What follows belongs to an exercise in optimizing a design on an open flow for small area, a short achievable clock period and few clock cycles; a production flow would make more cautious choices. Only simulation tests tie the RTL to the original design; equivalence was not proved. No activity file was given, so power comes from the tool's default toggle rates.

// cpu
module cpu(clk,reset,s,load,in,out,N,V,Z,w);
input clk, reset, s, load;
input [15:0] in;
output [15:0] out;
output N, V, Z, w;
reg [15:0] ir;
reg [15:0] R [0:7];
reg pending;
always @(posedge clk) begin
  if (load) ir <= in;
  pending <= s & ~load & ~reset;
end
wire [15:0] ins = pending ? ir : in;
wire [2:0] opcode = ins[15:13];
wire [1:0] op = ins[12:11];
wire [2:0] rn = ins[10:8];
wire [2:0] rd = ins[7:5];
wire [1:0] sh = ins[4:3];
wire [2:0] rm = ins[2:0];
wire go = ((s & load) | pending) & ~reset;
wire is_movi = (opcode == 3'b110) & (op == 2'b10);
wire is_mov  = (opcode == 3'b110) & (op == 2'b00);
wire is_alu  = (opcode == 3'b101);
wire is_cmp  = is_alu & (op == 2'b01);
wire is_and  = is_alu & (op == 2'b10);
wire writes_c = is_mov | (is_alu & (op != 2'b01));
wire use_a   = is_alu & (op != 2'b11);    
wire inv     = is_alu & op[0];
reg [15:0] p2, g2;
reg a15_2, inv2, inv2o, and2, wr2, wc2, cmp2;
reg [2:0] wa2;
reg [15:0] c;
reg [2:0] nvz;
wire [15:0] res, out_n;
wire [2:0] nvz_n;
wire [7:0] busy = {8{wr2}} & (8'd1 << wa2);
wire [7:0] sel_n, sel_m;
wire fwd_n, fwd_m;
Instruction_Decoder dec(.pend(pending), .in_n(in[10:8]), .in_m(in[2:0]),
  .ir_n(ir[10:8]), .ir_m(ir[2:0]), .en_n(1'b1), .en_m(1'b1), .busy(busy), .wr(wr2), .wa(wa2),
  ...
Size: about 210 flip-flops, roughly 40 I/O pins, about 11000 um^2 of cells after synthesis.
==> module Instruction_Decoder, before the edit <==
module Instruction_Decoder(
  input        pend,
  input  [2:0] in_n, in_m,    
  input  [2:0] ir_n, ir_m,    
  input        en_n, en_m,    
  input  [7:0] busy,          
  input        wr,            
  input  [2:0] wa,            
  output [7:0] sel_n, sel_m,  
  output       fwd_n, fwd_m   
);
wire [7:0] dn = pend ? (8'd1 << ir_n) : (8'd1 << in_n);
wire [7:0] dm = pend ? (8'd1 << ir_m) : (8'd1 << in_m);
selgate gn(.a(dn), .b(~busy & {8{en_n}}), .y(sel_n));
selgate gm(.a(dm), .b(~busy & {8{en_m}}), .y(sel_m));
assign fwd_n = en_n & wr & (pend ? (ir_n == wa) : (in_n == wa));
assign fwd_m = en_m & wr & (pend ? (ir_m == wa) : (in_m == wa));
endmodule
==> module selgate, before the edit <==
module selgate(
  input  [7:0] a, b,
  output [7:0] y
);
assign y = a & b;
endmodule
==> module shifter, before the edit <==
module shifter #(parameter W = 16) (
  input  [W-1:0] cy,
  input  [W-1:0] t,
  input  [W-1:0] d,
  output [W-1:0] y
);
assign y = d ^ (cy & t);
endmodule
==> module ALU, before the edit <==
module ALU(
  input  [15:0] p,       
  input  [15:0] g,       
  input         inv,     
  input         invo,    
  input         a15,     
  input         is_and,  
  input         wc,      
  input         cmp,     
  input  [15:0] c,       
  input  [2:0]  nvz,     
  output [15:0] res,     
  output [15:0] out_n,   
  output [2:0]  nvz_n    
);
wire [14:0] ng1, g2, ng3, g4;
wire [14:2] np1;
wire [14:4] p2;
wire [14:8] np3;
ks_l0 l0(.g(g[14:0]), .p(p[14:0]), .ng(ng1), .np(np1));
ks_l1 l1(.ng(ng1), .np(np1), .g(g2), .p(p2));
ks_l2 l2(.g(g2), .p(p2), .ng(ng3), .np(np3));
ks_l3 l3(.ng(ng3), .np(np3), .g(g4));
wire [15:0] cy = {g4, 1'b0};
wire [15:0] r0 = is_and ? g : (p ^ {16{inv}});
wire [15:0] o0 = wc ? (is_and ? g : (p ^ {16{invo}})) : c;
shifter fr(.cy(cy), .t({16{~is_and}}), .d(r0), .y(res));
shifter fo(.cy(cy), .t({16{wc & ~is_and}}), .d(o0), .y(out_n));
wire n0 = cmp ? ~p[15] : nvz[2];
wire v0 = cmp ? p[15] & (~p[15] ^ a15) : nvz[1];
shifter #(2) fnv(.cy({2{cy[15]}}), .t({cmp, cmp & p[15]}), .d({n0, v0}),
                 .y(nvz_n[2:1]));
assign nvz_n[0] = cmp ? &p : nvz[0];
endmodule
==> module cpu, before the edit <==
module cpu(clk,reset,s,load,in,out,N,V,Z,w);
input clk, reset, s, load;
input [15:0] in;
output [15:0] out;
output N, V, Z, w;
reg [15:0] ir;
reg [15:0] R [0:7];
reg pending;
always @(posedge clk) begin
  if (load) ir <= in;
  pending <= s & ~load & ~reset;
end
wire [15:0] ins = pending ? ir : in;
wire [2:0] opcode = ins[15:13];
wire [1:0] op = ins[12:11];
wire [2:0] rn = ins[10:8];
wire [2:0] rd = ins[7:5];
wire [1:0] sh = ins[4:3];
wire [2:0] rm = ins[2:0];
wire go = ((s & load) | pending) & ~reset;
wire is_movi = (opcode == 3'b110) & (op == 2'b10);
wire is_mov  = (opcode == 3'b110) & (op == 2'b00);
wire is_alu  = (opcode == 3'b101);
wire is_cmp  = is_alu & (op == 2'b01);
wire is_and  = is_alu & (op == 2'b10);
wire writes_c = is_mov | (is_alu & (op != 2'b01));
wire use_a   = is_alu & (op != 2'b11);    
wire inv     = is_alu & op[0];
reg [15:0] p2, g2;
reg a15_2, inv2, inv2o, and2, wr2, wc2, cmp2;
reg [2:0] wa2;
reg [15:0] c;
reg [2:0] nvz;
wire [15:0] res, out_n;
wire [2:0] nvz_n;
wire [7:0] busy = {8{wr2}} & (8'd1 << wa2);
wire [7:0] sel_n, sel_m;
wire fwd_n, fwd_m;
Instruction_Decoder dec(.pend(pending), .in_n(in[10:8]), .in_m(in[2:0]),
  .ir_n(ir[10:8]), .ir_m(ir[2:0]), .en_n(1'b1), .en_m(1'b1), .busy(busy), .wr(wr2), .wa(wa2),
  .sel_n(sel_n), .sel_m(sel_m), .fwd_n(fwd_n), .fwd_m(fwd_m));
reg [15:0] a, bs;
integer k;
always @(*) begin
  a  = {16{fwd_n}} & res;
  bs = {16{fwd_m}} & res;
  for (k = 0; k < 8; k = k + 1) begin
    a  = a  | ({16{sel_n[k]}} & R[k]);
    bs = bs | ({16{sel_m[k]}} & R[k]);
  end
end
wire sh_n = ~is_movi & (sh == 2'b00);    
wire sh_l = ~is_movi & (sh == 2'b01);    
wire sh_r = ~is_movi & sh[1];            
wire sh_a = ~is_movi & (sh == 2'b11);    
wire [15:0] b = ({16{sh_n}} & bs) | ({16{sh_l}} & {bs[14:0], 1'b0}) |
                ({16{sh_r}} & {1'b0, bs[15:1]}) | {sh_a & bs[15], 15'd0};
wire [15:0] imm = {{8{ins[7]}}, ins[7:0]};
wire [15:0] x0 = is_movi ? imm : {16{inv}};
wire [15:0] x1 = is_movi ? imm : {16{use_a ^ inv}};
reg  [15:0] x;
always @(*)
  for (k = 0; k < 16; k = k + 1)
    x[k] = a[k] ? x1[k] : x0[k];
always @(posedge clk) begin
  p2    <= x ^ b;
  g2    <= x & b;
  a15_2 <= a[15];
  inv2  <= inv;
  inv2o <= inv;    
  and2  <= is_and;
  wr2   <= go & (is_movi | writes_c);
  wc2   <= go & writes_c;
  cmp2  <= go & is_cmp;
  wa2   <= is_movi ? rn : rd;
end
ALU alu(.p(p2), .g(g2), .inv(inv2), .invo(inv2o), .a15(a15_2), .is_and(and2), .wc(wc2),
        .cmp(cmp2), .c(c), .nvz(nvz), .res(res), .out_n(out_n), .nvz_n(nvz_n));
always @(posedge clk) begin
  if (wr2) R[wa2] <= res;
  c   <= out_n;
  nvz <= nvz_n;
end
assign out = out_n;
assign {N, V, Z} = nvz_n;
assign w = ~pending;
endmodule
clock: 5.5 ns
lec_check: 0
cap_margin: 20
core_margin: 2
core_utilization: 40
cts_buf_list: sky130_fd_sc_hd__clkbuf_8
cts_cluster_diameter: 50
cts_cluster_size: 16
setup_slack_margin: 2.5
slew_margin: 20
synth_hierarchical: 1
tns_end_percent: 0
standard.sh (not shown) runs the stock make flow with config.mk's settings and CLKGATE_MAP_FILE= SYNTH_SCRIPT=/design/flow/synth_recipe.tcl, a recipe that flattens the netlist after the stock synthesis.
==> flow/flow/run.sh <==
#!/bin/bash
# The standard layout, with plain buffers (rather than the delay cells
# buffer_ports picks by default) on the input and output ports.
set -euo pipefail
bash standard.sh BUFFER_PORTS_ARGS="-buffer_cell sky130_fd_sc_hd__buf_2" finish > standard.log 2>&1
The baseline finished clean.
Testbench counts at the start, summed over its fixed seeds: cycles 24,064.
Change:
--- a/flow/design.v
+++ b/flow/design.v
@@ -4,37 +4,28 @@
   input  [2:0] ir_n, ir_m,    
   input        en_n, en_m,    
   input  [7:0] busy,          
-  input        wr,            
-  input  [2:0] wa,            
   output [7:0] sel_n, sel_m,  
   output       fwd_n, fwd_m   
 );
 wire [7:0] dn = pend ? (8'd1 << ir_n) : (8'd1 << in_n);
 wire [7:0] dm = pend ? (8'd1 << ir_m) : (8'd1 << in_m);
-selgate gn(.a(dn), .b(~busy & {8{en_n}}), .y(sel_n));
-selgate gm(.a(dm), .b(~busy & {8{en_m}}), .y(sel_m));
-assign fwd_n = en_n & wr & (pend ? (ir_n == wa) : (in_n == wa));
-assign fwd_m = en_m & wr & (pend ? (ir_m == wa) : (in_m == wa));
+assign sel_n = dn & ~busy & {8{en_n}};
+assign sel_m = dm & ~busy & {8{en_m}};
+assign fwd_n = |(dn & busy) & en_n;
+assign fwd_m = |(dm & busy) & en_m;
 endmodule
-module selgate(
-  input  [7:0] a, b,
-  output [7:0] y
+module shifter(
+  input  [15:0] cy,
+  input         t,
+  input  [15:0] d,
+  output [15:0] y
 );
-assign y = a & b;
-endmodule
-module shifter #(parameter W = 16) (
-  input  [W-1:0] cy,
-  input  [W-1:0] t,
-  input  [W-1:0] d,
-  output [W-1:0] y
-);
-assign y = d ^ (cy & t);
+assign y = d ^ (cy & {16{t}});
 endmodule
 module ALU(
   input  [15:0] p,       
   input  [15:0] g,       
   input         inv,     
-  input         invo,    
   input         a15,     
   input         is_and,  
   input         wc,      
@@ -55,14 +46,12 @@
 ks_l3 l3(.ng(ng3), .np(np3), .g(g4));
 wire [15:0] cy = {g4, 1'b0};
 wire [15:0] r0 = is_and ? g : (p ^ {16{inv}});
-wire [15:0] o0 = wc ? (is_and ? g : (p ^ {16{invo}})) : c;
-shifter fr(.cy(cy), .t({16{~is_and}}), .d(r0), .y(res));
-shifter fo(.cy(cy), .t({16{wc & ~is_and}}), .d(o0), .y(out_n));
-wire n0 = cmp ? ~p[15] : nvz[2];
-wire v0 = cmp ? p[15] & (~p[15] ^ a15) : nvz[1];
-shifter #(2) fnv(.cy({2{cy[15]}}), .t({cmp, cmp & p[15]}), .d({n0, v0}),
-                 .y(nvz_n[2:1]));
-assign nvz_n[0] = cmp ? &p : nvz[0];
+wire [15:0] o0 = wc ? r0 : c;
+shifter fr(.cy(cy), .t(~is_and), .d(r0), .y(res));
+shifter fo(.cy(cy), .t(wc & ~is_and), .d(o0), .y(out_n));
+wire [1:0] nv0 = cmp ? {~p[15], p[15] & (~p[15] ^ a15)} : nvz[2:1];
+wire [1:0] nv1 = cmp ? {p[15], p[15] & (p[15] ^ a15)} : nvz[2:1];
+assign nvz_n = {cy[15] ? nv1 : nv0, cmp ? &p : nvz[0]};
 endmodule
 module ks_l0(
   input  [14:0] g, p,
@@ -126,7 +115,7 @@
 wire use_a   = is_alu & (op != 2'b11);    
 wire inv     = is_alu & op[0];
 reg [15:0] p2, g2;
-reg a15_2, inv2, inv2o, and2, wr2, wc2, cmp2;
+reg a15_2, inv2, and2, wr2, wc2, cmp2;
 reg [2:0] wa2;
 reg [15:0] c;
 reg [2:0] nvz;
@@ -136,7 +125,7 @@
 wire [7:0] sel_n, sel_m;
 wire fwd_n, fwd_m;
 Instruction_Decoder dec(.pend(pending), .in_n(in[10:8]), .in_m(in[2:0]),
-  .ir_n(ir[10:8]), .ir_m(ir[2:0]), .en_n(1'b1), .en_m(1'b1), .busy(busy), .wr(wr2), .wa(wa2),
+  .ir_n(ir[10:8]), .ir_m(ir[2:0]), .en_n(1'b1), .en_m(1'b1), .busy(busy),
   .sel_n(sel_n), .sel_m(sel_m), .fwd_n(fwd_n), .fwd_m(fwd_m));
 reg [15:0] a, bs;
 integer k;
@@ -166,14 +155,13 @@
   g2    <= x & b;
   a15_2 <= a[15];
   inv2  <= inv;
-  inv2o <= inv;    
   and2  <= is_and;
   wr2   <= go & (is_movi | writes_c);
   wc2   <= go & writes_c;
   cmp2  <= go & is_cmp;
   wa2   <= is_movi ? rn : rd;
 end
-ALU alu(.p(p2), .g(g2), .inv(inv2), .invo(inv2o), .a15(a15_2), .is_and(and2), .wc(wc2),
+ALU alu(.p(p2), .g(g2), .inv(inv2), .a15(a15_2), .is_and(and2), .wc(wc2),
         .cmp(cmp2), .c(c), .nvz(nvz), .res(res), .out_n(out_n), .nvz_n(nvz_n));
 always @(posedge clk) begin
   if (wr2) R[wa2] <= res;
=> Total power hardly moves. Cell area came out lower by 1.5%. Setup slack got worse by 28 ps. Die area came out lower by 1.8%. Critical path depth came out lower by 1.
Testbench counts after the change, summed over its fixed seeds: cycles 24,064.

==> what the ideal ports hide <==
No port has a modelled driver above. Below, the same layouts with a new extraction and two added sets of constraints.
Step 1 sets driving cells, clkbuf_16 on the clock port and buf_2 on the other inputs (assumed; they add their load-dependent delay and slew).
Step 2 moves the port delays by t, midway between the first and last clock arrival at a register: inputs arrive t later, outputs are due t later. That takes back most of the time a late clock gives input paths.
a / b / c = ideal ports / drivers / drivers and shift; a / b = the first two.
run	shift t [ns]	slack for setup (ns)	hold slack, ns	worst setup path at the end
the first run	0.611	2.339 / 2.339 / 1.765	0.469 / 0.469 / 0.469	input to register
the second run	0.603	2.310 / 2.267 / 1.767	0.465 / 0.465 / 0.465	input to register
After both steps every run listed still meets setup and hold. The setup slack of the first run, which loses most, moves by 0.000 ns with the drivers and by -0.574 ns with both steps.
